This design comes from an exercise in tuning for small area on the open sky130 flow, not from production work. The RTL was checked by simulation tests, not by an equivalence proof against the original design. No driver is modelled on the clock port, so clocking that relies on it looks cheaper here than on a real chip. Power is estimated from default activity; no workload was simulated.

==> flow/design.v <==
module Debounce(
  input clk,
  input rst,
  input [3:0] sw_pin,
  input [2:0] btn_pin,
  output [3:0] aim,    
  output [2:0] btr,    
  output [2:0] btd     
);
  reg [3:0] sws1, swc0, swc1;
  reg [2:0] bts1, btc0, btc1;
  always @(posedge clk) begin
    sws1 <= sw_pin;
    if (rst) begin
      swc0 <= 0; swc1 <= 0;
      bts1 <= 0; btc0 <= 0; btc1 <= 0;
    end else begin
      swc0 <= sws1 & ~swc1;
      swc1 <= sws1 & (swc0 | swc1);
      bts1 <= btn_pin;
      btc0 <= bts1 & ~btc1;
      btc1 <= bts1 & (btc0 | btc1);
    end
  end
  assign aim = swc1 & ~swc0;
  assign btr = btc1 & ~btc0;
  assign btd = bts1 & btc1;
endmodule
module Random_gen(
  input clk,
  input rst,
  input clr_btn,
  input hold,
  output reg [3:0] dec
);
  reg [63:0] ls;
  wire clr = rst | clr_btn;
  wire fb = ~(ls[63] ^ ls[62] ^ ls[60] ^ ls[59]);
  integer j;
  always @(posedge clk) begin
    ls[0] <= ~clr & fb;
    for (j = 1; j < 64; j = j + 1)
      if (j % 2 == 1) ls[j] <= ~(~clr & ls[j-1]);
      else ls[j] <= ~(clr | ls[j-1]);
  end
  wire [3:0] nib = {~ls[3], ls[2], ~ls[1], ls[0]};
  wire nib_ok = (nib != 4'd0) && (nib <= 4'd9);
  always @(posedge clk)
    if (rst) dec <= 0;
    else if (nib_ok && !hold) dec <= nib;
endmodule
module Control(
  input clk,
  input rst,
  input [3:0] aim,
  input rf,             
  input mf,             
  input [3:0] dec,
  output hit_nx,        
  output reg game,
  output [23:0] b,      
  output [18:0] s       
);
  wire r0, r9;
  wire [8:0] q;
  Counter counter_i (.clk(clk), .rst(rst), .q(q), .r0(r0), .r9(r9));
  wire remove;
  Score score_i (.clk(clk), .rst(rst), .rf(rf), .inc(remove), .s(s));
  Hit hit_i (.s(s), .game(game), .q(q), .r9(r9), .rst(rst), .hit_nx(hit_nx));
  reg hit;
  always @(posedge clk) hit <= hit_nx;
  wire seven;
  Board board_i (.clk(clk), .rst(rst), .clrb(rf | ~game), .entry(!rf && hit && game),
                 .fire(!rf && mf && game && r0), .aim(aim), .dec(dec), .b(b), .seven(seven),
                 .remove(remove));
  always @(posedge clk)
    if (rst | rf) game <= 1'b1;
    else if (seven) game <= 1'b0;
endmodule
module Counter(input clk, input rst, output reg [8:0] q, output r0, output r9);
  reg [4:0] r;
  assign r0 = ~r[4] & ~r[0];
  assign r9 = r[4] & ~r[3];
  wire r1 = ~r[1] & r[0];
  wire wrap = rst || (q == 9'd500 && r1);
  always @(posedge clk) begin
    if (wrap) r <= 0;
    else r <= {r[3:0], ~r[4]};
    if (wrap) q <= 0;
    else if (r9) q <= q + 9'd1;
  end
endmodule
module Hit(input [18:0] s, input game, input [8:0] q, input r9, input rst, output hit_nx);
  wire [3:0] s1 = s[7:4], s0 = s[3:0];
  wire s_hi = |s[18:8];
  wire s0le5 = ~s0[3] & ~(s0[2] & s0[1]);    
  wire s0z = (s0 == 4'd0);
  wire l0 = (s1 == 4'd0) | (s1 == 4'd1 & s0z);
  wire l1 = (s1 == 4'd1 & ~s0z) | (s1 == 4'd2 & s0le5);
  wire l2 = (s1 == 4'd2 & ~s0le5) | (s1 == 4'd3 & s0le5);
  wire l3 = (s1 == 4'd3 & ~s0le5) | (s1 == 4'd4 & s0le5);
  wire l4 = (s1 == 4'd4 & ~s0le5) | (s1 == 4'd5 & s0z);
  wire low = game & ~s_hi;
  wire m = low & l0 ? (q == 9'd399) :
           low & l1 ? (q == 9'd299) :
           low & l2 ? (q == 9'd199) :
           low & l3 ? (q == 9'd159) :
           low & l4 ? (q == 9'd99) : (q == 9'd499);
  assign hit_nx = rst | (r9 & m);
endmodule
module Score(input clk, input rst, input rf, input inc, output [18:0] s);
  reg [2:0] s4;
  reg [3:0] s3, s2, s1, s0;
  assign s = {s4, s3, s2, s1, s0};
  wire s_max = s4[2] & s4[1] & s3[2] & s3[0] & s2[2] & s2[0] & s1[1] & s1[0] & s0[2] & s0[0];
  function [3:0] binc(input [3:0] d, input c);   
    binc = {d[3] ^ (c & d[0] & (d[3] | (d[2] & d[1]))),
            d[2] ^ (c & d[1] & d[0]),
            d[1] ^ (c & d[0] & ~d[3]),
            d[0] ^ c};
  endfunction
  wire c1 = inc & s0[3] & s0[0];
  wire c2 = c1 & s1[3] & s1[0];
  wire c3 = c2 & s2[3] & s2[0];
  wire c4 = c3 & s3[3] & s3[0];
  always @(posedge clk)
    if (rst || rf || (inc && s_max)) begin
      s4 <= 0; s3 <= 0; s2 <= 0; s1 <= 0; s0 <= 0;
    end else begin
      s0 <= binc(s0, inc);
      s1 <= binc(s1, c1);
      s2 <= binc(s2, c2);
      s3 <= binc(s3, c3);
      s4 <= s4 + {2'b0, c4};
    end
endmodule
module Board(input clk, input rst, input clrb, input entry, input fire, input [3:0] aim,
             input [3:0] dec, output reg [23:0] b, output reg seven, output remove);
  wire [6:0] nz;
  genvar k;
  generate for (k = 0; k < 6; k = k + 1) begin : g_nz
    assign nz[k] = |b[4*k+3:4*k];
  end endgenerate
  assign nz[6] = seven;
  reg [3:0] lead;
  integer j;
  always @(*) begin
    lead = 4'd0;
    for (j = 0; j < 6; j = j + 1)
      lead = lead | (b[4*j +: 4] & {4{~nz[j+1]}});
  end
  assign remove = fire && (aim == lead);
  reg [23:0] brm;
  always @(*)
    for (j = 0; j < 6; j = j + 1)
      brm[4*j +: 4] = b[4*j +: 4] & {4{~(remove & ~nz[j+1])}};
  always @(posedge clk)
    if (rst || clrb) begin
      b <= 0; seven <= 0;
    end else if (entry) begin
      b <= {brm[19:0], dec}; seven <= nz[5] & ~remove;
    end else
      b <= brm;
endmodule
module ssdisplay(
  input clk,
  input rst,
  input [23:0] b,
  input [18:0] s,
  input [3:0] aim,
  input test,
  input game,
  output [7:0] seg_data_0_pin,
  output [7:0] seg_data_1_pin,
  output [7:0] seg_cs_pin
);
  reg [1:0] p;
  always @(posedge clk)
    if (rst) p <= 0;
    else p <= p + 2'd1;
  function [6:0] seg7(input [3:0] v);
    seg7 = {v[3] | (v[2] & ~v[1]) | (~v[2] & v[1]) | (v[1] & ~v[0]),
            v[3] | (~v[1] & ~v[0]) | (v[2] & ~v[1]) | (v[2] & ~v[0]),
            (~v[2] & ~v[0]) | (v[1] & ~v[0]),
            v[3] | (~v[2] & ~v[0]) | (v[1] & ~v[0]) | (~v[2] & v[1]) | (v[2] & ~v[1] & v[0]),
            v[2] | ~v[1] | v[0],
            ~v[2] | (v[1] & v[0]) | (~v[1] & ~v[0]),
            v[3] | v[1] | (v[2] & v[0]) | (~v[2] & ~v[0])};
  endfunction
  reg [3:0] v1, v2;
  always @(*) begin
    case (p)
      2'd0: v1 = game ? aim : 4'd0;
      2'd1: v1 = 4'd0;
      2'd2: v1 = game ? b[23:20] : 4'd0;
      default: v1 = game ? b[19:16] : {1'b0, s[18:16]};
    endcase
    case (p)
      2'd0: v2 = game ? b[15:12] : s[15:12];
      2'd1: v2 = game ? b[11:8] : s[11:8];
      2'd2: v2 = game ? b[7:4] : s[7:4];
      default: v2 = game ? b[3:0] : s[3:0];
    endcase
  end
  wire blank1 = game & ((v1 == 4'd0) | (v1[3] & (v1[2] | v1[1])));
  wire blank2 = game & (v2 == 4'd0);
  wire sym = game & (p == 2'd1);
  assign seg_data_0_pin = test ? 8'hff : sym ? 8'b01001001 : blank1 ? 8'h00 : {1'b0, seg7(v1)};
  assign seg_data_1_pin = test ? 8'hff : blank2 ? 8'h00 : {1'b0, seg7(v2)};
  wire [3:0] cs = {p == 2'd3, p == 2'd2, p == 2'd1, p == 2'd0};
  assign seg_cs_pin = {cs, cs};
endmodule
module main_wrapper
   (btn_pin,
    rst,
    seg_cs_pin,
    seg_data_0_pin,
    seg_data_1_pin,
    sw_pin,
    sys_clk_in);
  input [4:0]btn_pin;
  input rst;
  output [7:0]seg_cs_pin;
  output [7:0]seg_data_0_pin;
  output [7:0]seg_data_1_pin;
  input [3:0]sw_pin;
  input sys_clk_in;
  wire [3:0] aim;
  wire [2:0] btr, btd;
  wire [3:0] dec;
  wire hit_nx, game;
  wire [23:0] b;
  wire [18:0] s;
  Debounce debounce_i (.clk(sys_clk_in), .rst(rst), .sw_pin(sw_pin), .btn_pin(btn_pin[2:0]),
                       .aim(aim), .btr(btr), .btd(btd));
  Random_gen random_i (.clk(sys_clk_in), .rst(rst), .clr_btn(btd[1]), .hold(hit_nx), .dec(dec));
  Control control_i (.clk(sys_clk_in), .rst(rst), .aim(aim), .rf(btr[1]), .mf(btr[2]),
                     .dec(dec), .hit_nx(hit_nx), .game(game), .b(b), .s(s));
  ssdisplay display_i (.clk(sys_clk_in), .rst(rst), .b(b), .s(s), .aim(aim), .test(btr[0]),
                       .game(game), .seg_data_0_pin(seg_data_0_pin),
                       .seg_data_1_pin(seg_data_1_pin), .seg_cs_pin(seg_cs_pin));
endmodule
==> flow/flow/run.sh <==
#!/bin/bash
# Own layout flow: the standard flow (standard.sh), except that
#  - synthesis maps the logic with an area-oriented ABC script
#    (flow/area_synth.tcl, flow/area.abc) and without Yosys's adder
#    extraction; everything before ABC, so every register and its name, is
#    as in the standard synthesis;
#  - the port buffers are the smallest buffer;
#  - CTS uses small clock buffers and inserts no dummy clock loads.
# Each step's full output goes to a log file in the work folder.
set -euo pipefail
WORK=$(pwd)
export AREA_ABC_SCRIPT=$WORK/flow/area.abc
CTS="-sink_clustering_enable -repair_clock_nets -dont_use_dummy_load -buf_list sky130_fd_sc_hd__clkbuf_8 -sink_clustering_size 20 -sink_clustering_max_diameter 100"
bash standard.sh synth ADDER_MAP_FILE= "SYNTH_SCRIPT=$WORK/flow/area_synth.tcl" \
  > $WORK/1_synth.log 2>&1
bash standard.sh finish ADDER_MAP_FILE= "SYNTH_SCRIPT=$WORK/flow/area_synth.tcl" \
  "BUFFER_PORTS_ARGS=-buffer_cell sky130_fd_sc_hd__buf_1" \
  "CTS_ARGS=$CTS" \
  > $WORK/2_layout.log 2>&1
==> flow/flow/area.abc <==
strash
&get -n
&fraig -x
&put
scorr
dc2
strash
&get -n
&deepsyn -T 60
&put
strash
&get -n
&dch -f
&nf
&put
==> flow/flow/area_synth.tcl <==
# The standard flow's synthesis script (synth_recipe.tcl) with one change: ABC maps the
# logic with flow/area.abc, an area-oriented script, instead of ORFS's speed
# script. Everything before ABC, and so every register and its name, is the
# same as in the standard synthesis.
proc synth {args} { yosys synth -nofsm -noshare {*}$args }
proc abc {args} {
  set i [lsearch -exact $args -script]
  if { $i >= 0 } { lset args [expr {$i + 1}] $::env(AREA_ABC_SCRIPT) }
  yosys abc {*}$args
}
source $::env(SCRIPTS_DIR)/synth.tcl
# left out here: clear keep_hierarchy, flatten, clean up, hide names made inside functions, write 1_2_yosys.v
==> flow/standard.sh <==
#!/bin/bash
# synth_recipe.tcl (not shown) runs the flow's synth.tcl, then flattens the netlist and writes it again
# the make line also repeats each setting of config.mk as NAME=value (left out here)
make -C /OpenROAD-flow-scripts/flow DESIGN_CONFIG=/design/flow/config.mk WORK_HOME=/design/flow/orfs CLKGATE_MAP_FILE= SYNTH_SCRIPT=/design/flow/synth_recipe.tcl "${@:-finish}"
==> flow/config.mk <==
export PLATFORM = sky130hd
export DESIGN_NAME = main_wrapper
export DESIGN_NICKNAME = main_wrapper
export VERILOG_FILES = /design/flow/design.v
export SDC_FILE = /design/flow/constraint.sdc
export NUM_CORES = 4
export LEC_CHECK = 0
export CAP_MARGIN = 20
export CORE_MARGIN = 2
export CORE_UTILIZATION = 65
export PLACE_DENSITY = 0.75
export SLEW_MARGIN = 20
==> flow/constraint.sdc <==
create_clock -name core_clock -period 60.0 [get_ports {sys_clk_in}]
set_input_delay 12.0000 -clock core_clock [delete_from_list [all_inputs] [get_ports {sys_clk_in}]]
set_output_delay 12.0000 -clock core_clock [all_outputs]
set_load 0.01 [all_outputs]
==> notes.md, run 1 <==
clock sink count 151; HP Class register to register; GPL Wtd Cong 0.969; Tmin final 15.28 ns; CTS tree yes; post-synth top area cell dfxtp_1; cell types with the highest counts after synthesis dfxtp_1, nor2_1, nand2_1, a21oi_1, a22o_1; endpoint type of the worst setup path output port; final period utilization 25.5%; post-CTS setup buffer count 0; Fmax 65.5 MHz; Worst setup SP type register; clock latency at the later pin of the worst-skew pair 0.43 ns; Seq/Total Area, Yosys 55.0%; initial antenna violation count 0; asr flop ratio synth 0%; Syn. warnings 7; Worst Path Arrival 3.28 ns; clk slew on worst S/H paths 0.09 ns; fin. max-slew vios 0; top cell type's share of synthesized area 55.0%; Gate Count Post-Synth 590; Reg2Reg Launch Point control_i.game; CP Class register to output port; Area contributors post-synth dfxtp_1, nor2_1, nand2_1; Max Clock Skew 0.0321 ns; critical path's top delay family compound AO/OA/AOI/OAI gates; Die Wd 96.0 µm; P&R area growth vs syn 8.72%; Lkg Pwr 2.18 nW; Final Hold Vio Count 0; RSZ-0062 raised after global routing false; power density over cell area 27.9 mW/mm²; count leader, synth dfxtp_1; GRT Total Usage 27.3%; hold path depth 1; HPWL Detailed 8.08 mm; # fillers 656; Starting Density 66.9%; Total Wirelength 11.8 mm; Die ar. 0.00921 mm²; Core ar. 0.00822 mm²; total gr overflow 0; WP depth 10; CTS Hold Bufs 0; antenna fix cells 0; clock buffer depth 2; CTS root buffer clkbuf_8; first-pass GRT wire length 19.4 mm; detailed-route wire length per cell 16.0 µm; Rows 33; via density per instance 6.19; placed insts 723; synthesis-stage register bit count 151; top_reg_cell synth dfxtp_1; Iter 0 DRT Violations 320; setup tns final 0 ns; Hold EP random_i.ls[5]; Maximum Capacitance Violations 0; Reg2Reg Depth 9; vias in the first global route 4334; # IOs 35; CP most frequent cell o21ai_0; Worst Tran Pin Value 1.01 ns; Syn Nets 601; Nets 648; TritonCTS buffer count 17; cells along the critical path nor2_1, nand2_1, o21ai_0, nand3_1, a32oi_1, nor2b_1, o221ai_1, a21oi_1, o21ai_0, buf_1; post-route ant nets 0; CP Max Fanout 10; Layout Cells excl Fill 740; Syn Area/Cell 9.32 µm²; reg2reg setup slack 55.90 ns; via count 4583; CP bufs+invs 1; mapped cell area 0.00550 mm²; Yosys cell types 52; Setup-failing EPs final 0; post-CTS sizing 0; worst endpoint required time 48.00 ns; Post-synth EDFFs 0; Remaining DRCs 0; status no timing/DRC/antenna violations; Hold Startpoint random_i.ls[4]; max incr delay on CP 0.64 ns; fraction of layout cells with a size suffix above 1 3.31%; Slowest cell on crit path nor2_1; worst vdd ir 0.0260 mV; H-tree depth 4; 1st-pass router iterations 5; Port Buffer Count 32; largest net degree at the start of global routing 34; Reg-to-Reg End random_i.dec[0]; Die Span Y 96.0 µm; Rel. slew slack 31.8%
[per-stage QoR]
stage                     total power [mW]  setup WS [ns]  instance area [µm²]  util, %  hold WS [ns]
after detailed placement             0.113          45.26                 5730     69.7         0.348
after global placement               0.113          45.46                 5730     69.7         0.345
after floorplan                      0.111          45.74                 5500        -         0.343
after global routing                 0.173          44.52                 5980     72.7         0.363
after CTS                            0.168          44.82                 5960     72.6         0.356
final                                0.167          44.72                 5980     72.7         0.352
[worst reg2reg max path, cell delays in order (launching register included)]
cell and delay, ns:
dfxtp_1 0.69, nor4b_1 0.29, nand4_1 0.25, a2111oi_1 0.82, o21ai_0 0.22, and2_0 0.19, a211o_1 0.28, o311ai_0 0.86
clkinv_1 0.16, a32o_1 0.23
[layer usage]
layer | up-vias | track usage [%] | wire, µm
met5 | - | 0 | 0
met4 | 0 | 10.8 | 220
met3 | 27 | 7.83 | 632
met2 | 160 | 46.7 | 5750
met1 | 2168 | 32.5 | 5240
li1 | 2228 | - | -
[registers in the layout, indices dropped and copies added (netlist names), 3 cells and up]
signal / cells
random_i.ls: 64
control_i.counter_i.q: 9
debounce_i.btc0: 3
control_i.score_i.s3: 4
debounce_i.swc1: 4
control_i.board_i.b: 24
debounce_i.swc0: 4
debounce_i.sws1: 4
control_i.score_i.s2: 4
control_i.score_i.s0: 4
control_i.score_i.s1: 4
control_i.score_i.s4: 3
control_i.counter_i.r: 5
debounce_i.bts1: 3
random_i.dec: 4
debounce_i.btc1: 3
[placed cells by master (no fill, tap or decap), types with 8 or more instances in the layout]
master    Yosys  routed
a21oi_1      44      43
a222oi_1      8       8
a22o_1       27      27
a22oi_1      17      17
and2_0        8       8
and3_1        9       9
buf_1         0      32
clkbuf_8      0      17
clkinv_1     26      26
dfxtp_1     151     151
nand2_1      69      69
nand4_1       9       9
nor2_1       80      80
nor2b_1      11      11
nor3_1       15      15
nor4_1        8       8
o21ai_0      12      12
[where the power goes]
| part | internal (mW) | switching [mW] | total [mW] |
|---|---|---|---|
| registers | 0.102 | 0.00107 | 0.103 |
| logic | 0.00282 | 0.00584 | 0.00866 |
| clock network | 0.0250 | 0.0302 | 0.0552 |
[worst max-delay path by stage]
stage | from | end | slack, ns
CTS | display_i.p[0] | seg_data_0_pin[1] | 44.82
global route | display_i.p[0] | seg_data_0_pin[1] | 44.52
detailed placement | display_i.p[0] | seg_data_0_pin[1] | 45.26
finish | display_i.p[0] | seg_data_0_pin[1] | 44.72
global placement | display_i.p[0] | seg_data_0_pin[1] | 45.46
floorplan | display_i.p[0] | seg_data_0_pin[1] | 45.74
[layout make-up]
| cell class | instances | area, µm² | area share [%] |
|---|---|---|---|
| Timing Repair Buffer | 34 | 135 | 2.26 |
| Inverter | 26 | 97.6 | 1.63 |
| Multi-Input combinational cell | 407 | 2360 | 39.4 |
| Tap cell | 105 | 131 | 2.20 |
| Sequential cell | 151 | 3020 | 50.6 |
| Clock buffer | 17 | 234 | 3.91 |
[kinds of logic after synthesis]
kind of cell	count (synthesis)	synth area share, %
compound gates	159	20.6
xor+xnor	5	0.797
buf+inv	32	2.59
flops	151	55.0
mux	1	0.182
simple gates	242	20.9
==> inputs of run 2 (changes only) <==
--- a/flow/flow/run.sh
+++ b/flow/flow/run.sh
@@ -10,7 +10,7 @@
 set -euo pipefail
 WORK=$(pwd)
 export AREA_ABC_SCRIPT=$WORK/flow/area.abc
-CTS="-sink_clustering_enable -repair_clock_nets -dont_use_dummy_load -buf_list sky130_fd_sc_hd__clkbuf_8 -sink_clustering_size 20 -sink_clustering_max_diameter 100"
+CTS="-sink_clustering_enable -repair_clock_nets -dont_use_dummy_load -buf_list {sky130_fd_sc_hd__clkbuf_4 sky130_fd_sc_hd__clkbuf_8} -sink_clustering_size 10 -sink_clustering_max_diameter 50"
 bash standard.sh synth ADDER_MAP_FILE= "SYNTH_SCRIPT=$WORK/flow/area_synth.tcl" \
   > $WORK/1_synth.log 2>&1
 bash standard.sh finish ADDER_MAP_FILE= "SYNTH_SCRIPT=$WORK/flow/area_synth.tcl" \
==> flow/flow/area.abc (replaced) <==
strash
&get -n
&fraig -x
&put
scorr
dc2
strash
&get -n
&deepsyn -T 30
&put
strash
&get -n
&dch -f
&nf -R 1000
&put
--- a/flow/config.mk
+++ b/flow/config.mk
@@ -7,6 +7,6 @@
 export LEC_CHECK = 0
 export CAP_MARGIN = 20
 export CORE_MARGIN = 2
-export CORE_UTILIZATION = 65
-export PLACE_DENSITY = 0.75
+export CORE_UTILIZATION = 40
+export PLACE_DENSITY = 0.6
 export SLEW_MARGIN = 20
==> notes.md, run 2 <==
asr flop ratio synth 0%; crit path from control_i.game; P&R area growth vs syn 10.5%; Port Buffer Count 32; Remaining DRCs 0; CTS tree yes; Final Hold Vio Count 0; endpoint type of the worst setup path output port; worst endpoint required time 48.00 ns; mapped cell area 0.00529 mm²; Seq/Total Area, Yosys 57.1%; DP Worst Slack 44.78 ns; antenna fix cells 0; Synth Area in XOR/XNOR 2.32%; clock sink count 151; Yosys cell types 43; CP bufs+invs 2; critical path's top delay family compound AO/OA/AOI/OAI gates; Slowest cell on crit path nor3_1; Hold Startpoint random_i.ls[52]; Die Span Y 119 µm; Tmin final 15.68 ns; Area contributors post-synth dfxtp_1, nor2_1, nand2_1; fin. max-slew vios 0; Iter 0 DRT Violations 294; clk slew on worst S/H paths 0.09 ns; reg2reg setup slack 55.86 ns; Worst setup SP type register; compound-cell area share of the yosys netlist 17.5%; main combinational cell family by area after synthesis simple AND/OR/NAND/NOR gates; max FFs per register 64; Worst Tran Pin Value 1.08 ns; # fillers 1269; Post-synth EDFFs 0; largest net degree at the start of global routing 34; HPWL Detailed 7.85 mm; detailed-route wire length per cell 14.3 µm; Die Wd 119 µm; simple-gate share of the synthesized area 21.1%; GPL Wtd Cong 0.870; Reg2Reg Launch Point control_i.board_i.b[11]; via count 4192; Gate Count Post-Synth 564; Syn Area/Cell 9.38 µm²; initial antenna violation count 0; post-synth top area cell dfxtp_1; Syn. warnings 7; CP Class register to output port; Maximum Capacitance Violations 0; # IOs 35; worst vdd ir 0.0181 mV; WP depth 12; TritonCTS buffer count 17; H-tree depth 4; first-pass GRT wire length 18.9 mm; post-CTS setup buffer count 0; Nets 623; clock latency at the later pin of the worst-skew pair 0.44 ns; Reg-to-Reg End control_i.score_i.s4[1]; post-route ant nets 0; Largest Register random_i.ls; clock buffer depth 2; GRT Total Usage 16.6%; status no timing/DRC/antenna violations; Worst setup endpoint seg_data_0_pin[1]; Rows 42; CTS Hold Bufs 0; Lkg Pwr 2.21 nW; Syn Nets 575; Die ar. 0.0142 mm²; fraction of layout cells with a size suffix above 1 3.61%; cell types with the highest counts after synthesis dfxtp_1, nor2_1, nand2_1, a21oi_1, a22o_1; multi-input logic area 0.00218 mm²; 1st-pass router iterations 9; total gr overflow 0; post-CTS sizing 0; cells along the critical path clkinv_1, nor3_1, a22oi_1, and3_1, a21o_1, a32oi_1, nor2_1, a32oi_1, a31o_1, a21oi_1, o21ai_0, buf_1; Total Wirelength 11.2 mm; max incr delay on CP 0.65 ns; Reg2Reg Depth 16; most frequent cells in the layout dfxtp_1, nor2_1, nand2_1, a21oi_1, buf_1; HP Class register to register; CP most frequent cell a32oi_1; top cell type's share of synthesized area 57.1%; synthesis-stage register bit count 151; Core ar. 0.0131 mm²; Reg area 0.00302 mm²; Worst Path Arrival 3.68 ns; vias in the first global route 3888; Max Clock Skew 0.0261 ns; adder-cell share of the synthesized area 0%; Fmax 63.8 MHz; Setup-failing EPs final 0; power density over cell area 28.4 mW/mm²; count leader, synth dfxtp_1; final period utilization 26.1%; Starting Density 40.4%; top_reg_cell synth dfxtp_1; Rel. slew slack 27.5%; RSZ-0062 raised after global routing false; Top Registers random_i.ls: 64 flops, control_i.board_i.b: 24 flops, control_i.counter_i.q: 9 flops; commonest non-fill, non-tap cell in the layout dfxtp_1; CP Max Fanout 12; post-synthesis mux area share 0.189%; via density per instance 5.33; CTS root buffer clkbuf_8; Worst Slack Setup Final 44.32 ns; setup tns final 0 ns
## run 2: stage by stage
stage | cells | utilization (%) | power (mW) | cell area (µm²) | hold slack [ns]
after global routing | 786 | 44.7 | 0.173 | 5850 | 0.360
final | 786 | 44.7 | 0.166 | 5850 | 0.350
after global placement | 769 | 42.9 | 0.113 | 5610 | 0.346
after floorplan | 564 | - | 0.110 | 5290 | 0.343
after detailed placement | 769 | 42.9 | 0.113 | 5610 | 0.348
after CTS | 786 | 44.7 | 0.168 | 5850 | 0.353
## run 2: routing by layer
metal  global-route usage [%]  part of all wire [%]
met4                     6.32                   1.9
met1                     21.7                    48
met5                        0                     0
met2                     26.3                    46
met3                     4.26                   4.5
## run 2: logic make-up after synthesis
| group | after synthesis |
|---|---|
| buffers and inverters | 20 |
| muxes | 1 |
| DFF | 151 |
| xor gates and xnor gates | 14 |
| and+or+nand+nor | 247 |
| AOI/OAI and AO/OA | 131 |
## run 2: how the worst min path moves through the flow
stage / end / cells after the start
floorplan: random_i.ls[11] / 1
detailed placement: random_i.ls[37] / 1
finish: random_i.ls[53] / 1
global placement: random_i.ls[21] / 1
global route: random_i.ls[35] / 1
CTS: random_i.ls[9] / 1
## run 2: report_power, final
group | internal, mW | total (mW) | leakage, nW | switching (mW)
Clock | 0.0249 | 0.0554 | 0.122 | 0.0304
Combinational | 0.00251 | 0.00810 | 0.860 | 0.00559
Sequential | 0.102 | 0.102 | 1.23 | 0.000918
Total | 0.129 | 0.166 | 2.21 | 0.0370
## run 2: final cells by class
class	instances	area share, %
sequential	151	51.7
inverter	14	0.898
tap	176	3.76
clock buffer	17	4.00
multi-input combinational	393	37.2
timing repair buffer	35	2.44
==> inputs of run 3 (changes only) <==
==> flow/flow/run.sh (replaced) <==
#!/bin/bash
# Own layout flow: the standard flow (standard.sh), except that
#  - synthesis maps the logic with an area-oriented ABC script
#    (flow/area_synth.tcl, flow/area.abc) and without Yosys's adder
#    extraction; everything before ABC, so every register and its name, is
#    as in the standard synthesis;
#  - the port buffers, and the buffers synthesis puts between two ports
#    driven by one net, are the smallest buffer;
#  - CTS uses small clock buffers and inserts no dummy clock loads.
# Each step's full output goes to a log file in the work folder.
set -euo pipefail
WORK=$(pwd)
export AREA_ABC_SCRIPT=$WORK/flow/area.abc
CTS="-sink_clustering_enable -repair_clock_nets -dont_use_dummy_load -buf_list sky130_fd_sc_hd__clkbuf_4 -sink_clustering_size 10 -sink_clustering_max_diameter 50 -sink_buffer_max_cap_derate 0.005"
SYN=(ADDER_MAP_FILE= "SYNTH_SCRIPT=$WORK/flow/area_synth.tcl" \
     "MIN_BUF_CELL_AND_PORTS=sky130_fd_sc_hd__buf_1 A X")
bash standard.sh synth "${SYN[@]}" \
  > $WORK/1_synth.log 2>&1
bash standard.sh finish "${SYN[@]}" \
  "BUFFER_PORTS_ARGS=-buffer_cell sky130_fd_sc_hd__buf_1" \
  "CTS_ARGS=$CTS" \
  > $WORK/2_layout.log 2>&1
--- a/flow/config.mk
+++ b/flow/config.mk
@@ -8,5 +8,4 @@
 export CAP_MARGIN = 20
 export CORE_MARGIN = 2
 export CORE_UTILIZATION = 40
-export PLACE_DENSITY = 0.6
 export SLEW_MARGIN = 20
==> notes.md, run 3 <==
status no timing/DRC/antenna violations; CTS root buffer clkbuf_4; Reg2Reg Launch Point control_i.board_i.b[22]; TritonCTS buffer count 17; GRT Total Usage 16.3%; Top Registers random_i.ls: 64 flops, control_i.board_i.b: 24 flops, control_i.counter_i.q: 9 flops; Reg area 0.00302 mm²; met1 Track Usage GR 20.0%; Syn Nets 575; power density over cell area 26.4 mW/mm²; initial antenna violation count 0; top cell type's share of synthesized area 57.4%; Rows 41; cells along the critical path clkinv_1, nor3_1, a22oi_1, and3_1, a21o_1, a32oi_1, nor2_1, a32oi_1, a31o_1, a21oi_1, o21ai_0, buf_1; most utilized layer in the global route result met2; Starting Density 41.4%; Die ar. 0.0141 mm²; HPWL Detailed 7.75 mm; M3 GR Usage 4.97%; first-pass GRT wire length 18.5 mm; GPL Wtd Cong 0.939; post-CTS setup buffer count 0; Rel. slew slack 27.7%; via count 4113; max FFs per register 64; commonest non-fill, non-tap cell in the layout dfxtp_1; antenna fix cells 0; GRT met2 Usage 27.2%; vias in the first global route 3896; final period utilization 26.1%; Hold Startpoint random_i.ls[6]; clk slew on worst S/H paths 0.12 ns; clock sink count 151; Layout Cells excl Fill 783; crit path from control_i.game; Area contributors post-synth dfxtp_1, nor2_1, nand2_1; Final Hold Vio Count 0; Largest Register random_i.ls; clock buffer depth 2; # IOs 35; Worst setup SP type register; Tot Pwr 151 µW; post-synthesis mux area share 0.190%; max incr delay on CP 0.66 ns; Gate Count Post-Synth 564; CP Class register to output port; Post-synth EDFFs 0; fin. max-slew vios 0; fraction of layout cells with a size suffix above 1 3.60%; top_reg_cell synth dfxtp_1; Die Wd 119 µm; # fillers 1279; multi-input logic area 0.00217 mm²; worst endpoint required time 48.00 ns; main combinational cell family by area after synthesis simple AND/OR/NAND/NOR gates; Maximum Capacitance Violations 0; compound-cell area share of the yosys netlist 17.5%; Seq/Total Area, Yosys 57.4%; post-route ant nets 0; Worst Slack Setup Final 44.34 ns; Syn. warnings 7; Iter 0 DRT Violations 228; CP bufs+invs 2; critical path's top delay family compound AO/OA/AOI/OAI gates; Worst Tran Pin Value 1.07 ns; largest net degree at the start of global routing 34; Nets 624; Die Span Y 119 µm; CTS Hold Bufs 0; 1st-pass router iterations 5; count leader, synth dfxtp_1; Tmin final 15.66 ns; Yosys cell types 43; cell types with the highest counts after synthesis dfxtp_1, nor2_1, nand2_1, a21oi_1, a22o_1; endpoint type of the worst setup path output port; simple-gate share of the synthesized area 21.2%; worst vdd ir 0.0209 mV; Max Clock Skew 0.0332 ns; Worst Path Arrival 3.66 ns; Slowest cell on crit path nor3_1; Fmax 63.9 MHz; CP Max Fanout 12; CP most frequent cell a32oi_1; Setup-failing EPs final 0; post-CTS sizing 0; H-tree depth 4; P&R area growth vs syn 9.00%; placed insts 766; RSZ-0062 raised after global routing false; adder-cell share of the synthesized area 0%; via density per instance 5.25; most frequent cells in the layout dfxtp_1, nor2_1, nand2_1, a21oi_1, buf_1; DP Worst Slack 44.93 ns; setup tns final 0 ns; HP Class register to register; Lkg Pwr 2.17 nW; Syn Area/Cell 9.34 µm²; Port Buffer Count 32; Synth Area in XOR/XNOR 2.33%; clock latency at the later pin of the worst-skew pair 0.53 ns; asr flop ratio synth 0%; Core ar. 0.0127 mm²; mapped cell area 0.00527 mm²; synthesis-stage register bit count 151; post-synth top area cell dfxtp_1; Total Wirelength 11.0 mm; CTS tree yes; total gr overflow 0; detailed-route wire length per cell 14.1 µm; Remaining DRCs 0
## run 3: changes by cell type in the layout (fill, tap and decap cells not counted)
| cell | before | now |
|---|---|---|
| clkbuf_4 | 0 | 17 |
| nand2_2 | 1 | 0 |
| clkbuf_8 | 17 | 0 |
| nand2_1 | 71 | 72 |
| buf_4 | 3 | 4 |
## run 3: cells by family after synthesis
logic type	after synthesis
XOR/XNOR	14
AND/OR/NAND/NOR	247
AO/OA/AOI/OAI	131
multiplexers	1
buffers and inverters	20
flip-flops	151
## run 3: power breakdown
group,internal [mW],switching [mW]
registers,0.102,0.000921
logic,0.00255,0.00551
clock network,0.0130,0.0280
## run 3: metal layers
metal / vias to the layer above / wire, µm
li1: 2102 / -
met1: 1914 / 5250
met2: 86 / 5170
met3: 11 / 473
met4: 0 / 123
met5: - / 0
## run 3: worst register-to-register path: stages (launching register included)
cell and delay, ns:
dfxtp_1 0.35, nor4_1 0.92, a22oi_1 0.21, nand2_1 0.12, a221o_1 0.12, xnor2_1 0.12, nand2_1 0.10, nor2_1 0.19
and3_1 0.24, and2_0 0.30, and3_1 0.31, and3_1 0.25, and2_0 0.23, nand2_1 0.13, xor2_1 0.14, nor2_1 0.05
## run 3: layout make-up
type	count	area share, %
Sequential cell	151	52.6
Multi-Input combinational cell	393	37.9
Tap cell	172	3.75
Inverter	14	0.915
Clock buffer	17	2.22
Timing Repair Buffer	36	2.61
## run 3: worst paths after layout
| path | to | slack [ns] | depth (start not counted) |
|---|---|---|---|
| max | seg_data_0_pin[1] | 44.34 | 12 |
| min | random_i.ls[7] | 0.35 | 1 |
| max reg2reg | control_i.score_i.s4[1] | 56.12 | 15 |
| min reg2reg | random_i.ls[7] | 0.35 | 1 |
## run 3: stage by stage
stage                     hold slack (ns)  utilization [%]  cell area [µm²]
after floorplan                     0.343                -             5270
after global placement              0.345             44.1             5620
after detailed placement            0.348             44.1             5620
after CTS                           0.360             45.1             5740
after global routing                0.370             45.1             5740
final                               0.352             45.1             5740
==> inputs of run 4 (changes only) <==
--- a/flow/flow/run.sh
+++ b/flow/flow/run.sh
@@ -11,7 +11,7 @@
 set -euo pipefail
 WORK=$(pwd)
 export AREA_ABC_SCRIPT=$WORK/flow/area.abc
-CTS="-sink_clustering_enable -repair_clock_nets -dont_use_dummy_load -buf_list sky130_fd_sc_hd__clkbuf_4 -sink_clustering_size 10 -sink_clustering_max_diameter 50 -sink_buffer_max_cap_derate 0.005"
+CTS="-sink_clustering_enable -repair_clock_nets -dont_use_dummy_load -buf_list sky130_fd_sc_hd__clkbuf_8 -sink_clustering_size 10 -sink_clustering_max_diameter 50"
 SYN=(ADDER_MAP_FILE= "SYNTH_SCRIPT=$WORK/flow/area_synth.tcl" \
      "MIN_BUF_CELL_AND_PORTS=sky130_fd_sc_hd__buf_1 A X")
 bash standard.sh synth "${SYN[@]}" \
==> notes.md, run 4 <==
status no timing/DRC/antenna violations; post-route ant nets 0; met2 WL 5.17 mm; Port Buffer Count 32; Die ar. 0.0141 mm²; final period utilization 25.9%; Lkg Pwr 2.21 nW; CTS Hold Bufs 0; first-pass GRT wire length 18.5 mm; via count 4156; Layout Cells excl Fill 783; CP Max Fanout 12; Die Wd 119 µm; cell types with the highest counts after synthesis dfxtp_1, nor2_1, nand2_1, a21oi_1, a22o_1; Tot Pwr 165 µW; Syn Area/Cell 9.34 µm²; Area contributors post-synth dfxtp_1, nor2_1, nand2_1; Max Clock Skew 0.0222 ns; Tmin final 15.54 ns; commonest non-fill, non-tap cell in the layout dfxtp_1; total gr overflow 0; Rel. slew slack 26.5%; Largest Register random_i.ls; Rows 41; 1st-pass router iterations 5; Total Wirelength 11.0 mm; Starting Density 41.4%; power density over cell area 28.2 mW/mm²; CP Class register to output port; TritonCTS buffer count 17; P&R area growth vs syn 11.0%; # fillers 1261; count leader, synth dfxtp_1; RSZ-0062 raised after global routing false; most frequent cells in the layout dfxtp_1, nor2_1, nand2_1, a21oi_1, buf_1; Worst Path Arrival 3.54 ns; top cell type's share of synthesized area 57.4%; GPL Wtd Cong 0.939; Setup-failing EPs final 0; Syn. warnings 7; setup tns final 0 ns; clk slew on worst S/H paths 0.08 ns; asr flop ratio synth 0%; met3 wire length 502 µm; post-CTS sizing 0; fin. max-slew vios 0; GRT Total Usage 16.4%; Top Registers random_i.ls: 64 flops, control_i.board_i.b: 24 flops, control_i.counter_i.q: 9 flops; largest net degree at the start of global routing 34; clock sink count 151; vias in the first global route 3876; HP Class register to register; initial antenna violation count 0; Worst Tran Pin Value 1.09 ns; CTS tree yes; Fmax 64.4 MHz; worst endpoint required time 48.00 ns; via density per instance 5.31; Remaining DRCs 0; mapped cell area 0.00527 mm²; WL met1 5.19 mm; H-tree depth 4; synthesis-stage register bit count 151; post-CTS setup buffer count 0; clock latency at the later pin of the worst-skew pair 0.43 ns; Maximum Capacitance Violations 0; Worst setup SP type register; Gate Count Post-Synth 564; Seq/Total Area, Yosys 57.4%; max FFs per register 64; endpoint type of the worst setup path output port; fraction of layout cells with a size suffix above 1 3.60%; Iter 0 DRT Violations 215; Final Hold Vio Count 0; Syn Nets 575; Nets 624; worst vdd ir 0.0248 mV; placed insts 766; top routing layer in use met4; fin util 46.0%; Post-synth EDFFs 0; top_reg_cell synth dfxtp_1; antenna fix cells 0; clock buffer depth 2; post-synth top area cell dfxtp_1; HPWL Detailed 7.75 mm; Yosys cell types 43; Die Span Y 119 µm; Core ar. 0.0127 mm²; CTS root buffer clkbuf_8; # IOs 35; detailed-route wire length per cell 14.1 µm
-- run 4: cell types whose count changed in the layout (fill, tap and decap cells not counted) --
cell,delta
clkbuf_4,-17
clkbuf_8,+17
-- run 4: report_power, final --
group          switching (mW)  total (mW)  leakage, nW  internal, mW
Sequential           0.000912       0.102         1.23         0.102
Clock                  0.0297      0.0546        0.122        0.0249
Combinational         0.00552     0.00807        0.865       0.00255
Total                  0.0361       0.165         2.21         0.129
-- run 4: final timing paths --
| check | slack [ns] | from | cells past startpoint | to |
|---|---|---|---|---|
| max | 44.46 | control_i.game | 12 | seg_data_0_pin[1] |
| max reg2reg | 56.12 | control_i.board_i.b[22] | 15 | control_i.score_i.s4[1] |
| min reg2reg | 0.36 | random_i.ls[6] | 1 | random_i.ls[7] |
| min | 0.36 | random_i.ls[6] | 1 | random_i.ls[7] |
-- run 4: worst max-delay path: stages (launching register included) --
cell and delay (ns):
dfxtp_1 0.55, clkinv_1 0.33, nor3_1 0.65, a22oi_1 0.18, and3_1 0.28, a21o_1 0.17
a32oi_1 0.23, nor2_1 0.07, a32oi_1 0.20, a31o_1 0.15, a21oi_1 0.06, o21ai_0 0.09
buf_1 0.17
-- run 4: metrics by stage --
step / hold slack, ns / setup slack [ns] / instance area, µm²
final: 0.356 / 44.46 / 5850
after global routing: 0.373 / 44.11 / 5850
after detailed placement: 0.348 / 44.93 / 5620
after global placement: 0.345 / 44.99 / 5620
after CTS: 0.360 / 44.46 / 5850
after floorplan: 0.343 / 45.39 / 5270
-- run 4: routing by layer --
layer | vias to the layer above | GRT usage [%]
met4 | 0 | 5.95
met5 | - | 0
li1 | 2095 | -
met2 | 103 | 27.2
met3 | 16 | 4.83
met1 | 1942 | 20.1
-- run 4: area by class of cell --
class / instances / area [µm²] / area share, %
Clock buffer: 17 / 234 / 4.00
Multi-Input combinational cell: 393 / 2170 / 37.2
Tap cell: 172 / 215 / 3.68
Sequential cell: 151 / 3020 / 51.7
Inverter: 14 / 52.6 / 0.898
Timing Repair Buffer: 36 / 150 / 2.57
-- run 4: cells by family (layout without fill, tap and decap cells) --
family          Yosys count  in the layout  synth area share, %
buf+inv                  20             67                 1.42
mux                       1              1                0.190
compound gates          131            131                 17.5
xor+xnor                 14             14                 2.33
simple gates            247            247                 21.2
flops                   151            151                 57.4
==> inputs of run 5 (changes only) <==
--- a/flow/design.v
+++ b/flow/design.v
@@ -46,8 +46,7 @@
   wire [3:0] nib = {~ls[3], ls[2], ~ls[1], ls[0]};
   wire nib_ok = (nib != 4'd0) && (nib <= 4'd9);
   always @(posedge clk)
-    if (rst) dec <= 0;
-    else if (nib_ok && !hold) dec <= nib;
+    if (nib_ok && !hold) dec <= nib;
 endmodule
 module Control(
   input clk,
@@ -82,7 +81,7 @@
   assign r0 = ~r[4] & ~r[0];
   assign r9 = r[4] & ~r[3];
   wire r1 = ~r[1] & r[0];
-  wire wrap = rst || (q == 9'd500 && r1);
+  wire wrap = rst || (&q[8:4] && q[2] && r1);    
   always @(posedge clk) begin
     if (wrap) r <= 0;
     else r <= {r[3:0], ~r[4]};
@@ -105,8 +104,8 @@
            low & l1 ? (q == 9'd299) :
            low & l2 ? (q == 9'd199) :
            low & l3 ? (q == 9'd159) :
-           low & l4 ? (q == 9'd99) : (q == 9'd499);
-  assign hit_nx = rst | (r9 & m);
+           low & l4 ? (q == 9'd99) : (&q[8:4] & &q[1:0]);    
+  assign hit_nx = ~rst & r9 & m;
 endmodule
 module Score(input clk, input rst, input rf, input inc, output [18:0] s);
   reg [2:0] s4;
==> flow/flow/run.sh (replaced) <==
#!/bin/bash
# Own layout flow: the standard flow (standard.sh), except that
#  - synthesis maps the logic with area-oriented ABC scripts
#    (flow/area_synth.tcl, flow/area_*.abc) and without Yosys's adder
#    extraction; everything before ABC, so every register and its name, is
#    as in the standard synthesis. Each ABC script is tried in a folder of its
#    own and the smallest netlist is laid out;
#  - the port buffers, and the buffers synthesis puts between two ports
#    driven by one net, are the smallest buffer;
#  - CTS uses small clock buffers and inserts no dummy clock loads.
# Each step's full output goes to a log file in the work folder.
set -euo pipefail
WORK=$(pwd)
R=orfs/results/$FLOW_PLATFORM/main_wrapper/base
CTS="-sink_clustering_enable -repair_clock_nets -dont_use_dummy_load -buf_list sky130_fd_sc_hd__clkbuf_8 -sink_clustering_size 10 -sink_clustering_max_diameter 50"
SYN=(ADDER_MAP_FILE= "SYNTH_SCRIPT=$WORK/flow/area_synth.tcl" \
     "MIN_BUF_CELL_AND_PORTS=sky130_fd_sc_hd__buf_1 A X")

# synthesis with each ABC script, in parallel
for a in flow/area_*.abc; do
  n=$(basename $a .abc)
  sed "s|$WORK/orfs|$WORK/syn_$n|g" standard.sh > $WORK/standard_$n.sh
  AREA_ABC_SCRIPT=$WORK/$a bash $WORK/standard_$n.sh synth "${SYN[@]}" \
    > $WORK/1_synth_$n.log 2>&1 &
done
wait
best=""; bestarea=""
for a in flow/area_*.abc; do
  n=$(basename $a .abc)
  f=$WORK/syn_$n/reports/$FLOW_PLATFORM/main_wrapper/base/synth_stat.txt
  [[ -f $f && -f $WORK/syn_$n/results/$FLOW_PLATFORM/main_wrapper/base/1_2_yosys.v ]] || continue
  area=$(grep "Chip area for module" $f | tail -1 | awk '{print $NF}')
  echo "$n $area" >> $WORK/1_synth_areas.txt
  if [[ -z $best ]] || awk -v a=$area -v b=$bestarea 'BEGIN{exit !(a<b)}'; then
    best=$n; bestarea=$area
  fi
done
echo "best $best $bestarea" >> $WORK/1_synth_areas.txt

# the best synthesis becomes the standard folder's; the rest are removed
rm -rf $WORK/orfs
mv $WORK/syn_$best $WORK/orfs
rm -rf $WORK/syn_*

AREA_ABC_SCRIPT=$WORK/flow/$best.abc bash standard.sh finish "${SYN[@]}" \
  "BUFFER_PORTS_ARGS=-buffer_cell sky130_fd_sc_hd__buf_1" \
  "CTS_ARGS=$CTS" \
  > $WORK/2_layout.log 2>&1
==> flow/flow/area_f1.abc (new file) <==
strash
&get -n
&fraig -x
&put
scorr
dc2
strash
&get -n
&deepsyn -T 30
&put
strash
&get -n
&dch -f
&nf -R 1000
&put
==> flow/flow/area_k1.abc (new file) <==
strash
&get -n
&fraig -x
&put
scorr
dc2
strash
&get -n
&deepsyn -T 30
&put
strash
&get -n
&dch -f
&nf -R 1000
&put
strash
&get -n
&dch -f
&nf -R 1000
&put
==> flow/flow/area_k2.abc (new file) <==
strash
&get -n
&fraig -x
&put
scorr
dc2
strash
&get -n
&deepsyn -T 30
&put
strash
dc2
&get -n
&dch -f
&nf -R 1000
&put
==> flow/flow/area_k3.abc (new file) <==
strash
&get -n
&fraig -x
&put
scorr
dc2
strash
&get -n
&syn2
&deepsyn -T 30
&put
strash
&get -n
&dch -f
&nf -R 1000
&put
removed: flow/flow/area.abc
==> notes.md, run 5 <==
Gate Count Post-Synth 552; Setup-failing EPs final 0; Sw Share 21.8%; Syn Area/Cell 9.50 µm²; total gr overflow 0; Rel. slew slack 34.8%; CP most frequent cell a21oi_1; Starting Density 41.2%; fin. max-slew vios 0; Final Hold Vio Count 0; asr flop ratio synth 0%; Core ar. 0.0127 mm²; worst vdd ir 0.0214 mV; initial antenna violation count 0; Die Wd 119 µm; cells along the critical path or2_0, clkinv_1, nand2_1, a21oi_1, o21ai_0, a31oi_1, a21oi_1, a21oi_1, a21oi_1, a21boi_0, a22oi_1, buf_1; Fmax 64.5 MHz; post-synth top area cell dfxtp_1; Nets 613; WP depth 12; # fillers 1269; post-route ant nets 0; CTS tree yes; Pint 129 µW; GRT Total Usage 16.7%; Tmin final 15.50 ns; cell types with the highest counts after synthesis dfxtp_1, nor2_1, nand2_1, a21oi_1, a22o_1; Syn. warnings 7; largest net degree at the start of global routing 34; Die ar. 0.0140 mm²; Flop pwr share 62.0%; Worst Path Arrival 3.50 ns; top cell type's share of synthesized area 56.1%; CP Max Fanout 11; critical path's top delay family compound AO/OA/AOI/OAI gates; Comb power frac 5.1%; placed insts 755; Iter 0 DRT Violations 269; first-pass GRT wire length 18.7 mm; CTS Hold Bufs 0; H-tree depth 4; max FFs per register 64; TritonCTS buffer count 17; max incr delay on CP 0.49 ns; Largest Register random_i.ls; Worst Tran Pin Value 0.969 ns; mapped cell area 0.00525 mm²; Reg area 0.00306 mm²; setup tns final 0 ns; fin util 45.9%; endpoint type of the worst setup path output port; most frequent cells in the layout dfxtp_1, nor2_1, nand2_1, a21oi_1, buf_1; CP bufs+invs 2; Post-synth EDFFs 4; vias in the first global route 3801; Die Span Y 119 µm; # IOs 35; Maximum Capacitance Violations 0; top_reg_cell synth dfxtp_1; Area contributors post-synth dfxtp_1, nor2_1, a21oi_1; 1st-pass router iterations 5; clk slew on worst S/H paths 0.08 ns; worst endpoint required time 48.00 ns; fraction of layout cells with a size suffix above 1 4.00%; HP Class register to register; P&R area growth vs syn 11.3%; Rows 41; RSZ-0062 raised after global routing false; post-CTS sizing 0; via density per instance 5.29; post-CTS setup buffer count 0; Reg2Reg Depth 15; Lkg Pwr 2.16 nW; Tot Pwr 166 µW; Remaining DRCs 0; clock sink count 151; GPL Wtd Cong 0.886; Max Clock Skew 0.0316 ns; power density over cell area 28.3 mW/mm²; Yosys cell types 43; hold path depth 1; Layout Cells excl Fill 772; clock group share of total power 32.8%; Port Buffer Count 32; synthesis-stage register bit count 151; via count 4083; CTS root buffer clkbuf_8; clock buffer depth 2; commonest non-fill, non-tap cell in the layout dfxtp_1; NetSw 36.0 µW; Seq/Total Area, Yosys 58.4%; antenna fix cells 0; multi-input logic area 0.00211 mm²; final period utilization 25.8%; Total Wirelength 11.1 mm; CP Class register to output port; status no timing/DRC/antenna violations; clock latency at the later pin of the worst-skew pair 0.45 ns; HPWL Detailed 7.67 mm; Slowest cell on crit path dfxtp_1; Syn Nets 563; count leader, synth dfxtp_1; Top Registers random_i.ls: 64 flops, control_i.board_i.b: 24 flops, control_i.counter_i.q: 9 flops; Worst setup SP type register; detailed-route wire length per cell 14.4 µm
## run 5: changes by cell type after synthesis, sizes merged, moves of 5 or more
| cell | change |
|---|---|
| nand2 | -17 |
| nand2b | +14 |
| a311oi | +5 |
| o21ai | +9 |
| a21oi | +10 |
| nor2 | -12 |
## run 5: cell type report
type / instances / area share (%)
clock buffers: 17 / 4.01
repair buffers: 37 / 2.70
multi-input cells: 378 / 36.1
well taps: 172 / 3.69
inverters: 17 / 1.09
flip-flops and latches: 151 / 52.5
## run 5: path summary, 6_finish.rpt
| kind | from | to | slack, ns |
|---|---|---|---|
| worst max-delay path | display_i.p[0] | seg_data_0_pin[1] | 44.50 |
| worst min-delay path | random_i.ls[52] | random_i.ls[53] | 0.36 |
| worst max register to register | control_i.board_i.b[5] | control_i.score_i.s4[2] | 55.39 |
| worst min register to register | random_i.ls[52] | random_i.ls[53] | 0.36 |
## run 5: cell families (layout without fill, tap and decap cells)
family / after synthesis / in the layout / synth area share [%]
xor gates and xnor gates: 9 / 9 / 1.50
buffers and inverters: 23 / 71 / 1.65
and+or+nand+nor: 227 / 227 / 20.4
muxes: 1 / 1 / 0.215
DFF: 151 / 151 / 58.4
AOI/OAI and AO/OA: 141 / 141 / 17.8
## run 5: stage by stage
step	worst slack [ns]	hold slack [ns]	area [µm²]
2_1_floorplan	45.32	0.343	5250
3_3_place_gp	45.20	0.346	5610
3_5_place_dp	45.01	0.349	5610
4_1_cts	44.52	0.357	5840
5_1_grt	44.15	0.361	5840
6_report	44.50	0.358	5840
## run 5: worst reg2reg max path, stage by stage, from the launching register on
cell and delay [ns]:
dfxtp_1 0.39, nor4_1 0.85, a222oi_1 0.16, nand3_1 0.16, xnor2_1 0.16, nand4b_1 0.23, nor4_2 0.26, buf_4 0.24
and2_0 0.36, and3_1 0.40, and3_1 0.33, and3_1 0.36, and3_1 0.24, nand2_1 0.09, xor2_1 0.15, nor2_1 0.05
## run 5: power by group through the flow
stage / sequential [mW] / clock [mW] / combinational, mW
final: 0.103 / 0.0544 / 0.00848
after global placement: 0.105 / 0 / 0.00825
after global routing: 0.103 / 0.0616 / 0.00947
after floorplan: 0.105 / 0 / 0.00565
after CTS: 0.103 / 0.0565 / 0.00853
after detailed placement: 0.105 / 0 / 0.00848
## run 5: layer usage
| layer | global-route usage, % | wire length [µm] | up-vias |
|---|---|---|---|
| met5 | 0 | 0 | - |
| met4 | 6.99 | 180 | 0 |
| met3 | 5.12 | 664 | 16 |
| met2 | 25.5 | 4950 | 106 |
| met1 | 21.8 | 5330 | 1895 |
| li1 | - | - | 2066 |
==> inputs of run 6 (changes only) <==
--- a/flow/config.mk
+++ b/flow/config.mk
@@ -5,7 +5,7 @@
 export SDC_FILE = /design/flow/constraint.sdc
 export NUM_CORES = 4
 export LEC_CHECK = 0
-export CAP_MARGIN = 20
+export CAP_MARGIN = 0
 export CORE_MARGIN = 2
 export CORE_UTILIZATION = 40
-export SLEW_MARGIN = 20
+export SLEW_MARGIN = 0
==> notes.md, run 6 <==
post-CTS sizing 0; max incr delay on CP 0.49 ns; Slowest cell on crit path dfxtp_1; TritonCTS buffer count 17; Tot Pwr 166 µW; mapped cell area 0.00525 mm²; critical path's top delay family compound AO/OA/AOI/OAI gates; max FFs per register 64; Fmax 64.5 MHz; Seq/Total Area, Yosys 58.4%; Reg2Reg Launch Point control_i.board_i.b[5]; clock buffer depth 2; cell types with the highest counts after synthesis dfxtp_1, nor2_1, nand2_1, a21oi_1, a22o_1; Worst setup SP type register; CP Max Fanout 11; CTS tree yes; top_reg_cell synth dfxtp_1; Hold Startpoint random_i.ls[52]; Rows 41; first-pass GRT wire length 18.7 mm; largest net degree at the start of global routing 34; final hold slack 0.358 ns; detailed-route wire length per cell 14.4 µm; # IOs 35; Die ar. 0.0140 mm²; crit path from display_i.p[0]; Yosys cell types 43; fin. max-slew vios 0; total gr overflow 0; asr flop ratio synth 0%; fraction of layout cells with a size suffix above 1 4.00%; most frequent cells in the layout dfxtp_1, nor2_1, nand2_1, a21oi_1, buf_1; status no timing/DRC/antenna violations; HPWL Detailed 7.67 mm; Die Span Y 119 µm; Post-synth EDFFs 4; CP Class register to output port; fin util 45.9%; Maximum Capacitance Violations 0; initial antenna violation count 0; Max Clock Skew 0.0316 ns; Die Wd 119 µm; worst vdd ir 0.0214 mV; Top Registers random_i.ls: 64 flops, control_i.board_i.b: 24 flops, control_i.counter_i.q: 9 flops; Nets 613; Area contributors post-synth dfxtp_1, nor2_1, a21oi_1; post-synth top area cell dfxtp_1; post-route ant nets 0; Lkg Pwr 2.16 nW; worst endpoint required time 48.00 ns; clk slew on worst S/H paths 0.08 ns; cells along the critical path or2_0, clkinv_1, nand2_1, a21oi_1, o21ai_0, a31oi_1, a21oi_1, a21oi_1, a21oi_1, a21boi_0, a22oi_1, buf_1; Syn. warnings 7; via density per instance 5.29; synthesis-stage register bit count 151; multi-input logic area 0.00211 mm²; H-tree depth 4; top cell type's share of synthesized area 56.1%; Core ar. 0.0127 mm²; 1st-pass router iterations 5; CP most frequent cell a21oi_1; Gate Count Post-Synth 552; power density over cell area 28.3 mW/mm²; Worst Path Arrival 3.50 ns; Reg area 0.00306 mm²; Iter 0 DRT Violations 269; Largest Register random_i.ls; P&R area growth vs syn 11.3%; RSZ-0062 raised after global routing false; Worst Tran Pin Value 0.969 ns; # fillers 1269; Final Hold Vio Count 0; Starting Density 41.2%; Total Wirelength 11.1 mm; antenna fix cells 0; Setup-failing EPs final 0; Tmin final 15.50 ns; CTS Hold Bufs 0; via count 4083; vias in the first global route 3801; final period utilization 25.8%; Rel. slew slack 34.8%; clock sink count 151; GPL Wtd Cong 0.886; setup tns final 0 ns; Syn Nets 563; GRT Total Usage 16.7%; commonest non-fill, non-tap cell in the layout dfxtp_1; endpoint type of the worst setup path output port; count leader, synth dfxtp_1; post-CTS setup buffer count 0; Syn Area/Cell 9.50 µm²; clock latency at the later pin of the worst-skew pair 0.45 ns; Port Buffer Count 32; CP bufs+invs 2; CTS root buffer clkbuf_8; Remaining DRCs 0; HP Class register to register
==> run 6: cell counts in the layout (fill, tap and decap cells not counted) <==
Identical to the previous run, type by type.
==> run 6: cell type report <==
| cell class | count | area share [%] |
|---|---|---|
| inverter | 17 | 1.09 |
| timing repair buffer | 37 | 2.70 |
| multi-input combinational | 378 | 36.1 |
| sequential | 151 | 52.5 |
| tap | 172 | 3.69 |
| clock buffer | 17 | 4.01 |
==> run 6: routing by layer <==
layer | wire (µm) | track usage [%] | share of wire (%)
met5 | 0 | 0 | 0
met4 | 180 | 6.99 | 1.6
met3 | 664 | 5.12 | 6.0
met2 | 4950 | 25.5 | 44
met1 | 5330 | 21.8 | 48
==> run 6: cells by family after synthesis <==
logic type | count (synthesis) | share of synthesized area (%)
buf+inv | 23 | 1.65
mux | 1 | 0.215
flops | 151 | 58.4
xor+xnor | 9 | 1.50
simple gates | 227 | 20.4
compound gates | 141 | 17.8
==> run 6: path summary, 6_finish.rpt <==
kind | end | depth (start not counted) | slack, ns
min reg2reg | random_i.ls[53] | 1 | 0.36
min | random_i.ls[53] | 1 | 0.36
max reg2reg | control_i.score_i.s4[2] | 15 | 55.39
max | seg_data_0_pin[1] | 12 | 44.50
==> run 6: where the power goes <==
group	internal [mW]	switching, mW	leakage (nW)
logic	0.00261	0.00587	0.804
clock network	0.0249	0.0294	0.122
registers	0.102	0.000700	1.23
total	0.129	0.0360	2.16
==> run 6: stage by stage <==
step           worst slack (ns)  instances  area [µm²]
2_1_floorplan             45.32        552        5250
3_3_place_gp              45.20        755        5610
3_5_place_dp              45.01        755        5610
4_1_cts                   44.52        772        5840
5_1_grt                   44.15        772        5840
6_report                  44.50        772        5840
==> inputs of run 7 (changes only) <==
--- a/flow/flow/run.sh
+++ b/flow/flow/run.sh
@@ -7,12 +7,13 @@
 #    own and the smallest netlist is laid out;
 #  - the port buffers, and the buffers synthesis puts between two ports
 #    driven by one net, are the smallest buffer;
-#  - CTS uses small clock buffers and inserts no dummy clock loads.
+#  - CTS uses small clock buffers and inserts no dummy clock loads; then
+#    the leaves that drive many flip-flops get a stronger buffer.
 # Each step's full output goes to a log file in the work folder.
 set -euo pipefail
 WORK=$(pwd)
 R=orfs/results/$FLOW_PLATFORM/main_wrapper/base
-CTS="-sink_clustering_enable -repair_clock_nets -dont_use_dummy_load -buf_list sky130_fd_sc_hd__clkbuf_8 -sink_clustering_size 10 -sink_clustering_max_diameter 50"
+CTS="-sink_clustering_enable -repair_clock_nets -dont_use_dummy_load -buf_list sky130_fd_sc_hd__clkbuf_4 -sink_clustering_size 10 -sink_clustering_max_diameter 50"
 SYN=(ADDER_MAP_FILE= "SYNTH_SCRIPT=$WORK/flow/area_synth.tcl" \
      "MIN_BUF_CELL_AND_PORTS=sky130_fd_sc_hd__buf_1 A X")
 
@@ -42,7 +43,14 @@
 mv $WORK/syn_$best $WORK/orfs
 rm -rf $WORK/syn_*
 
-AREA_ABC_SCRIPT=$WORK/flow/$best.abc bash standard.sh finish "${SYN[@]}" \
-  "BUFFER_PORTS_ARGS=-buffer_cell sky130_fd_sc_hd__buf_1" \
-  "CTS_ARGS=$CTS" \
-  > $WORK/2_layout.log 2>&1
+LAYOUT=("${SYN[@]}" "BUFFER_PORTS_ARGS=-buffer_cell sky130_fd_sc_hd__buf_1" "CTS_ARGS=$CTS")
+AREA_ABC_SCRIPT=$WORK/flow/$best.abc bash standard.sh cts "${LAYOUT[@]}" > $WORK/2_layout_to_cts.log 2>&1
+
+# stronger buffers for the clock tree's heavily loaded leaves (flow/clk_leaf.tcl)
+LEAF_LIB=$FLOW_HOME/platforms/$FLOW_PLATFORM/lib/sky130_fd_sc_hd__tt_025C_1v80.lib \
+LEAF_RC=$FLOW_HOME/platforms/$FLOW_PLATFORM/setRC.tcl \
+LEAF_DB=$WORK/$R/4_cts.odb LEAF_SDC=$WORK/$R/4_cts.sdc \
+LEAF_BIG=sky130_fd_sc_hd__clkbuf_8 LEAF_MAX_SINKS=10 LEAF_MAX_SLEW_PS=95 \
+  openroad -no_init -exit $WORK/flow/clk_leaf.tcl > $WORK/3_clk_leaf.log 2>&1
+
+AREA_ABC_SCRIPT=$WORK/flow/$best.abc bash standard.sh finish "${LAYOUT[@]}" > $WORK/4_layout_finish.log 2>&1
==> flow/flow/clk_leaf.tcl (new file) <==
# After CTS: a clock buffer that drives many flip-flops, or whose flip-flops'
# estimated clock slew is high, gets a stronger buffer, so that every
# flip-flop's clock slew stays well under the limit; then the placement is
# legalized again.
read_liberty $::env(LEAF_LIB)
read_db $::env(LEAF_DB)
read_sdc $::env(LEAF_SDC)
source $::env(LEAF_RC)
estimate_parasitics -placement
set big [get_lib_cells */$::env(LEAF_BIG)]
set regclk [dict create]
foreach pin [all_registers -clock_pins -edge_triggered] { dict set regclk [get_full_name $pin] 1 }
set n 0
foreach net [get_nets clknet_*] {
  set sinks 0
  set slew 0
  foreach pin [get_pins -of_objects $net -filter "direction == input"] {
    if {[dict exists $regclk [get_full_name $pin]]} {
      incr sinks
      foreach edge {rise fall} {
        set s [expr {1e12 * [sta::time_ui_sta [get_property $pin slew_max_$edge]]}]
        set slew [expr {max($slew, $s)}]
      }
    }
  }
  if {$sinks == 0} { continue }
  set up [expr {$sinks >= $::env(LEAF_MAX_SINKS) || $slew > $::env(LEAF_MAX_SLEW_PS)}]
  foreach drv [get_pins -of_objects $net -filter "direction == output"] {
    set inst [get_cells -of_objects $drv]
    puts "leaf [get_full_name $net] sinks $sinks est. slew [format %.1f $slew] ps: [get_full_name $inst] [get_property $inst ref_name][expr {$up ? " -> $::env(LEAF_BIG)" : ""}]"
    if {$up} { replace_cell $inst $big; incr n }
  }
}
puts "upsized $n clock buffers"
detailed_placement
check_placement -verbose
write_db $::env(LEAF_DB)
--- a/flow/config.mk
+++ b/flow/config.mk
@@ -5,7 +5,8 @@
 export SDC_FILE = /design/flow/constraint.sdc
 export NUM_CORES = 4
 export LEC_CHECK = 0
-export CAP_MARGIN = 0
+export CAP_MARGIN = 20
 export CORE_MARGIN = 2
 export CORE_UTILIZATION = 40
-export SLEW_MARGIN = 0
+export GPL_TIMING_DRIVEN = 0
+export SLEW_MARGIN = 20
==> notes.md, run 7 <==
Maximum Capacitance Violations 0; top_reg_cell synth dfxtp_1; Tmin final 15.54 ns; main combinational cell family by area after synthesis simple AND/OR/NAND/NOR gates; fin. max-slew vios 0; first-pass GRT wire length 18.9 mm; post-route ant nets 0; TritonCTS buffer count 17; Iter 0 DRT Violations 269; total gr overflow 0; endpoint type of the worst setup path output port; CTS root buffer clkbuf_4; Syn Nets 563; Reg2Reg Launch Point control_i.board_i.b[20]; Top Registers random_i.ls: 64 flops, control_i.board_i.b: 24 flops, control_i.counter_i.q: 9 flops; Starting Density 41.2%; max FFs per register 64; CTS tree yes; 1st-pass router iterations 8; adder-cell share of the synthesized area 0%; final period utilization 25.9%; Total Wirelength 11.0 mm; fin util 45.7%; Area contributors post-synth dfxtp_1, nor2_1, a21oi_1; Die Span Y 119 µm; Rows 41; Die Wd 119 µm; post-synth top area cell dfxtp_1; CP most frequent cell a21oi_1; # IOs 35; top cell type's share of synthesized area 56.1%; Reg2Reg Depth 14; vias in the first global route 3959; detailed-route wire length per cell 14.2 µm; RSZ-0062 raised after global routing false; Worst setup endpoint seg_data_0_pin[1]; Remaining DRCs 0; post-CTS sizing 0; Nets 616; power density over cell area 27.4 mW/mm²; Slowest cell on crit path dfxtp_1; count leader, synth dfxtp_1; P&R area growth vs syn 10.9%; Tot Pwr 159 µW; Worst Slack Setup Final 44.46 ns; Reg-to-Reg End control_i.score_i.s4[2]; max incr delay on CP 0.50 ns; # fillers 1271; Syn Area/Cell 9.50 µm²; setup tns final 0 ns; post-synthesis mux area share 0.215%; via count 4110; H-tree depth 4; clock buffer depth 2; Largest Register random_i.ls; Max Clock Skew 0.0299 ns; post-CTS setup buffer count 0; cell types with the highest counts after synthesis dfxtp_1, nor2_1, nand2_1, a21oi_1, a22o_1; antenna fix cells 0; CP Max Fanout 11; simple-gate share of the synthesized area 20.4%; worst endpoint required time 48.00 ns; asr flop ratio synth 0%; Final Hold Vio Count 0; compound-cell area share of the yosys netlist 17.8%; Seq/Total Area, Yosys 58.4%; reg2reg setup slack 55.23 ns; via density per instance 5.30; Worst setup SP type register; Synth Area in XOR/XNOR 1.50%; Die ar. 0.0140 mm²; DP Worst Slack 45.06 ns; clock sink count 151; most frequent cells in the layout dfxtp_1, nor2_1, nand2_1, a21oi_1, buf_1; Yosys cell types 43; crit path from display_i.p[0]; Gate Count Post-Synth 552; CTS Hold Bufs 0; HPWL Detailed 7.64 mm; status no timing/DRC/antenna violations; Syn. warnings 7; worst vdd ir 0.0201 mV; Lkg Pwr 2.14 nW; GPL Wtd Cong 0.856; initial antenna violation count 0; Worst Path Arrival 3.54 ns; Post-synth EDFFs 4; clk slew on worst S/H paths 0.09 ns; Core ar. 0.0127 mm²; clock latency at the later pin of the worst-skew pair 0.55 ns; cells along the critical path or2_0, clkinv_1, nand2_1, a21oi_1, o21ai_0, a31oi_1, a21oi_1, a21oi_1, a21oi_1, o21ai_0, nor2_1, a22oi_1, buf_1; HP Class register to register; commonest non-fill, non-tap cell in the layout dfxtp_1; GRT Total Usage 16.5%; Fmax 64.4 MHz; synthesis-stage register bit count 151; Port Buffer Count 32; fraction of layout cells with a size suffix above 1 3.48%; mapped cell area 0.00525 mm²; Rel. slew slack 29.4%; Setup-failing EPs final 0; CP Class register to output port; Worst Tran Pin Value 1.05 ns; largest net degree at the start of global routing 32
==> run 7: cell counts after synthesis <==
Identical to the previous run, type by type.
==> run 7: logic make-up (layout without fill, tap and decap cells) <==
kind of cell / count (synthesis) / in the layout
buffers and inverters: 23 / 74
and+or+nand+nor: 227 / 227
muxes: 1 / 1
AOI/OAI and AO/OA: 141 / 141
DFF: 151 / 151
xor gates and xnor gates: 9 / 9
==> run 7: per-stage QoR <==
| stage | cells | hold WS [ns] | instance area [µm²] |
|---|---|---|---|
| floorplan | 552 | 0.343 | 5250 |
| global route | 775 | 0.377 | 5820 |
| CTS | 775 | 0.373 | 5760 |
| global placement | 756 | 0.346 | 5580 |
| finish | 775 | 0.362 | 5820 |
| detailed placement | 758 | 0.348 | 5630 |
==> run 7: per-layer routing <==
layer,up-vias,GRT usage [%],wire length [µm]
li1,2077,-,-
met1,1893,21.6,5220
met2,119,26.2,4900
met3,21,4.34,644
met4,0,6.32,210
met5,-,0,0
==> run 7: how the worst min path moves through the flow <==
stage | from | end | depth (start not counted)
6_report | random_i.ls[22] | random_i.ls[23] | 1
3_5_place_dp | random_i.ls[12] | random_i.ls[13] | 1
4_1_cts | random_i.ls[22] | random_i.ls[23] | 1
5_1_grt | random_i.ls[38] | random_i.ls[39] | 1
3_3_place_gp | random_i.ls[32] | random_i.ls[33] | 1
2_1_floorplan | random_i.ls[10] | random_i.ls[11] | 1
==> run 7: cell type report <==
cell class	instances	area [µm²]	share of cell area, %
multi-input combinational	378	2110	36.3
inverter	17	63.8	1.10
sequential	151	3060	52.7
clock buffer	17	184	3.16
timing repair buffer	34	155	2.67
tap	172	215	3.70
buffer	6	22.5	0.387
==> run 7: worst max-delay path, delay by kind of cell, from the launching register on <==
family                 cells  cell delay, ns
buffers and inverters      2            0.52
AO/OA/AOI/OAI              8            1.31
flip-flops                 1            0.50
AND/OR/NAND/NOR            3            0.68
==> run 7: power by group <==
part / internal [mW] / total [mW] / switching [mW]
clock network: 0.0192 / 0.0480 / 0.0289
logic: 0.00282 / 0.00874 / 0.00593
registers: 0.102 / 0.103 / 0.000729
total: 0.124 / 0.159 / 0.0355

==> what the ideal ports hide <==
In the flow no input, the clock included, has a driving cell. The finished layouts below were timed again as built, in two steps.
Step 1, drivers: a clkbuf_16 drives sys_clk_in and a buf_2 each remaining input, both assumed.
Step 2, shift: input delay + t, output delay - t, t = (earliest + latest rising clock arrival at the registers) / 2. This alone moves slack from input paths to output paths.
a / b / c = ideal / step 1 / step 2; a / b = the first two.
| run | t, ns | setup WS [ns] |
|---|---|---|
| run 1 | 0.450 | 44.723 / 44.687 / 45.136 |
| run 2 | 0.460 | 44.317 / 44.284 / 44.744 |
| run 3 | 0.545 | 44.344 / 44.313 / 44.858 |
| run 4 | 0.459 | 44.464 / 44.430 / 44.889 |
| run 5 | 0.460 | 44.501 / 44.465 / 44.925 |
| run 6 | 0.460 | 44.501 / 44.465 / 44.925 |
| run 7 | 0.562 | 44.461 / 44.430 / 44.992 |
After both steps setup and hold are still met in every run listed.
